This is an optimization exercise on Yosys and OpenROAD, whose aim is small area, not a production implementation. The RTL was checked by simulation tests, not by an equivalence proof against the original design. No activity file was given, so power comes from the tool's default toggle rates.

Setup of cedar:
// main
module main(
	output [2:0] led,
	output [3:0] AN_out,
	output [6:0] CN_out,
	input clk, rst, clear, enter, change,
	input [3:0] switch
);
For scale: roughly 460 cells after synthesis, roughly 23 I/O pins, ~4200 µm² of cells after synthesis.
==> flow/config.mk <==
export PLATFORM = sky130hd
export DESIGN_NAME = main
export DESIGN_NICKNAME = main
export VERILOG_FILES = /design/flow/design.v
export SDC_FILE = /design/flow/constraint.sdc
export NUM_CORES = 4
export LEC_CHECK = 0
export ABC_AREA = 1
export CAP_MARGIN = 20
export CORE_MARGIN = 2
export CORE_UTILIZATION = 40
export PLACE_DENSITY = 0.6
export SLEW_MARGIN = 20
==> flow/constraint.sdc <==
create_clock -name core_clock -period 6.0 [get_ports {clk}]
set_input_delay 1.2000 -clock core_clock [delete_from_list [all_inputs] [get_ports {clk}]]
set_output_delay 1.2000 -clock core_clock [all_outputs]
set_load 0.01 [all_outputs]
standard.sh (not shown) runs the stock make flow with config.mk's settings and CLKGATE_MAP_FILE= SYNTH_SCRIPT=/design/flow/synth_recipe.tcl, a recipe that flattens the netlist after the stock synthesis.
==> flow/flow/run.sh <==
#!/bin/bash
# Own layout flow: the standard flow (standard.sh), with two synthesis
# changes that only touch combinational logic: no half/full-adder cell
# extraction (ADDER_MAP_FILE empty) and a stronger area-oriented ABC script
# (flow/abc_area.script, used through a copy of the ORFS scripts folder).
# Ports get the smallest buffer cell.
set -euo pipefail
W=$(pwd)
rm -rf "$W/xscripts"
cp -r "$FLOW_HOME/scripts" "$W/xscripts"
cp "$W/flow/abc_area.script" "$W/xscripts/abc_area.script"
bash "$W/standard.sh" SCRIPTS_DIR="$W/xscripts" ADDER_MAP_FILE= ABC_AREA=1 \
	BUFFER_PORTS_ARGS="-buffer_cell sky130_fd_sc_hd__buf_1" finish > "$W/make_flow.log" 2>&1
==> flow/flow/abc_area.script <==
strash
&get -n
&fraig -x
&put
dc2
strash
&get -n
&deepsyn -T 60
&put
strash
&get -n
&dch -f
&nf -R 1000
&put
mfs2
strash
&get -n
&dch -f
&nf -R 1000
&put
cedar ran to completion and came out clean on the timing, design-rule and antenna checks.
#### Input delta (garnet over cedar)
- an added CTS_BUF_LIST of sky130_fd_sc_hd__clkbuf_4
- an added CTS_CLUSTER_DIAMETER of 60
- a change of PLACE_DENSITY from 0.6 to 0.75
- a change of CORE_UTILIZATION from 40 to 60
- an added CTS_CLUSTER_SIZE of 12
--- outcome ---
- garnet against cedar: area added between synthesis and finish shows a reduction of 2.5 points; routed via count shows an increase of about 2.2%.
- Delta(switching component of the power, garnet - cedar) < 0
Modified inputs, tundra compared to garnet
- changing PLACE_DENSITY from 0.75 to 0.6
- removing CTS_CLUSTER_DIAMETER (formerly 60)
- removing CTS_CLUSTER_SIZE (formerly 12)
- changing CORE_UTILIZATION from 60 to 40
- removing CTS_BUF_LIST (formerly sky130_fd_sc_hd__clkbuf_4)
==> flow/run.sh (new file) <==
#!/bin/bash
# synth_recipe.tcl (not shown) runs the flow's synth.tcl, then flattens the netlist and writes it again
# the make line also repeats each setting of config.mk as NAME=value (left out here)
make -C /OpenROAD-flow-scripts/flow DESIGN_CONFIG=/design/flow/config.mk WORK_HOME=/design/flow/orfs CLKGATE_MAP_FILE= SYNTH_SCRIPT=/design/flow/synth_recipe.tcl finish
removed: flow/flow/run.sh
removed: flow/flow/abc_area.script
removed: flow/standard.sh
- For tundra, the endpoint of the most critical setup path was CN_out[3], unlike garnet, where it was CN_out[1].
- What garnet reported for tap cell count has to be multiplied by 2.2 to get the figure for tundra.
- Summary: with garnet as the reference, power in the clock group in tundra moved up by more than half.
- A start point of the critical path of ch[0]$_DFFE_PP0P_ is what tundra shows, while ch[1]$_DFFE_PP1P_ belongs to garnet.
- For total power, dividing the value from tundra by the value from garnet gives 1.2.
- Of tundra and garnet, it is tundra that has the higher share of the cycle needed by the critical path after routing.
- The leakage power reported for tundra is greater than that of garnet by 83%.
- In tundra, the final cell count came out 350 above the value in garnet.
- On area of the mapped netlist: between tundra and garnet, it ends up lower for garnet.
Input-level comparison between zinc and tundra:
- swapping 0.6 for 0.75 in PLACE_DENSITY
- swapping 40 for 60 in CORE_UTILIZATION
==> flow/flow/run.sh (new file) <==
#!/bin/bash
# Own layout flow: the standard flow (standard.sh) with these changes:
# - synthesis: no half/full-adder cell extraction (ADDER_MAP_FILE empty) and a
#   stronger area-oriented ABC script (flow/abc_area.script, used through a
#   copy of the ORFS scripts folder); registers and their names are unchanged;
# - ports are buffered with the smallest buffer cell;
# - clock tree: small buffers and no dummy loads.
set -euo pipefail
W=$(pwd)
rm -rf "$W/xscripts"
cp -r "$FLOW_HOME/scripts" "$W/xscripts"
cp "$W/flow/abc_area.script" "$W/xscripts/abc_area.script"
CTS="-sink_clustering_enable -repair_clock_nets -dont_use_dummy_load -buf_list sky130_fd_sc_hd__clkbuf_4 -sink_clustering_size 8 -sink_clustering_max_diameter 40"
bash "$W/standard.sh" SCRIPTS_DIR="$W/xscripts" ADDER_MAP_FILE= ABC_AREA=1 \
	BUFFER_PORTS_ARGS="-buffer_cell sky130_fd_sc_hd__buf_1" \
	CTS_ARGS="$CTS" finish > "$W/make_flow.log" 2>&1
==> flow/flow/abc_area.script (new file) <==
strash
&get -n
&fraig -x
&put
dc2
strash
&get -n
&deepsyn -T 60
&put
strash
&get -n
&dch -f
&nf -R 1000
&put
mfs2
strash
&get -n
&dch -f
&nf -R 1000
&put
==> flow/standard.sh (new file) <==
#!/bin/bash
# synth_recipe.tcl (not shown) runs the flow's synth.tcl, then flattens the netlist and writes it again
# the make line also repeats each setting of config.mk as NAME=value (left out here)
make -C /OpenROAD-flow-scripts/flow DESIGN_CONFIG=/design/flow/config.mk WORK_HOME=/design/flow/orfs CLKGATE_MAP_FILE= SYNTH_SCRIPT=/design/flow/synth_recipe.tcl "${@:-finish}"
removed: flow/run.sh
==> comparison <==
Cell with the largest stage delay on the worst path: sky130_fd_sc_hd__dfstp_2 -> zinc, sky130_fd_sc_hd__clkdlybuf4s50_1 -> tundra
| smallest hold slack | zinc vs tundra | better |
Against tundra, shortest period the worst path allows in zinc came out better.
Compared with tundra, in zinc wire length of the first global-routing pass lost about 20%; number of cells produced by synthesis lost 37%.
Of the two values seen for leading cell type in the layout, fill and taps excluded, sky130_fd_sc_hd__nand2_1 was produced by tundra and sky130_fd_sc_hd__nor2_1 by zinc.

==> re-timing with driven ports <==
The results above use ideal ports. As a check the final layouts listed here were re-extracted and re-timed, cells and wires unchanged. Step 1 (the two cells are an assumption about what drives the block):
set clk [get_ports {clk}]
set_driving_cell -lib_cell sky130_fd_sc_hd__clkbuf_16 $clk
set_driving_cell -lib_cell sky130_fd_sc_hd__buf_2 [delete_from_list [all_inputs] $clk]
Step 2 moves the port delays by t, midway between the first and last clock arrival at a register: inputs arrive t later, outputs are due t later. That takes back most of the time a late clock gives input paths. Three values: ideal ports, drivers, drivers and shift; two values: the first two.
run	t (ns)	setup WS [ns]	hold WS [ns]
cedar	0.379	2.571 / 2.539 / 2.918	0.423 / 0.423 / 0.423
garnet	0.429	2.529 / 2.501 / 2.930	0.441 / 0.441 / 0.441
tundra	0.384	2.389 / 2.349 / 2.733	0.423 / 0.423 / 0.423
zinc	0.424	2.542 / 2.514 / 2.927	0.439 / 0.439 / 0.439
After both steps setup and hold are still met in every run listed.
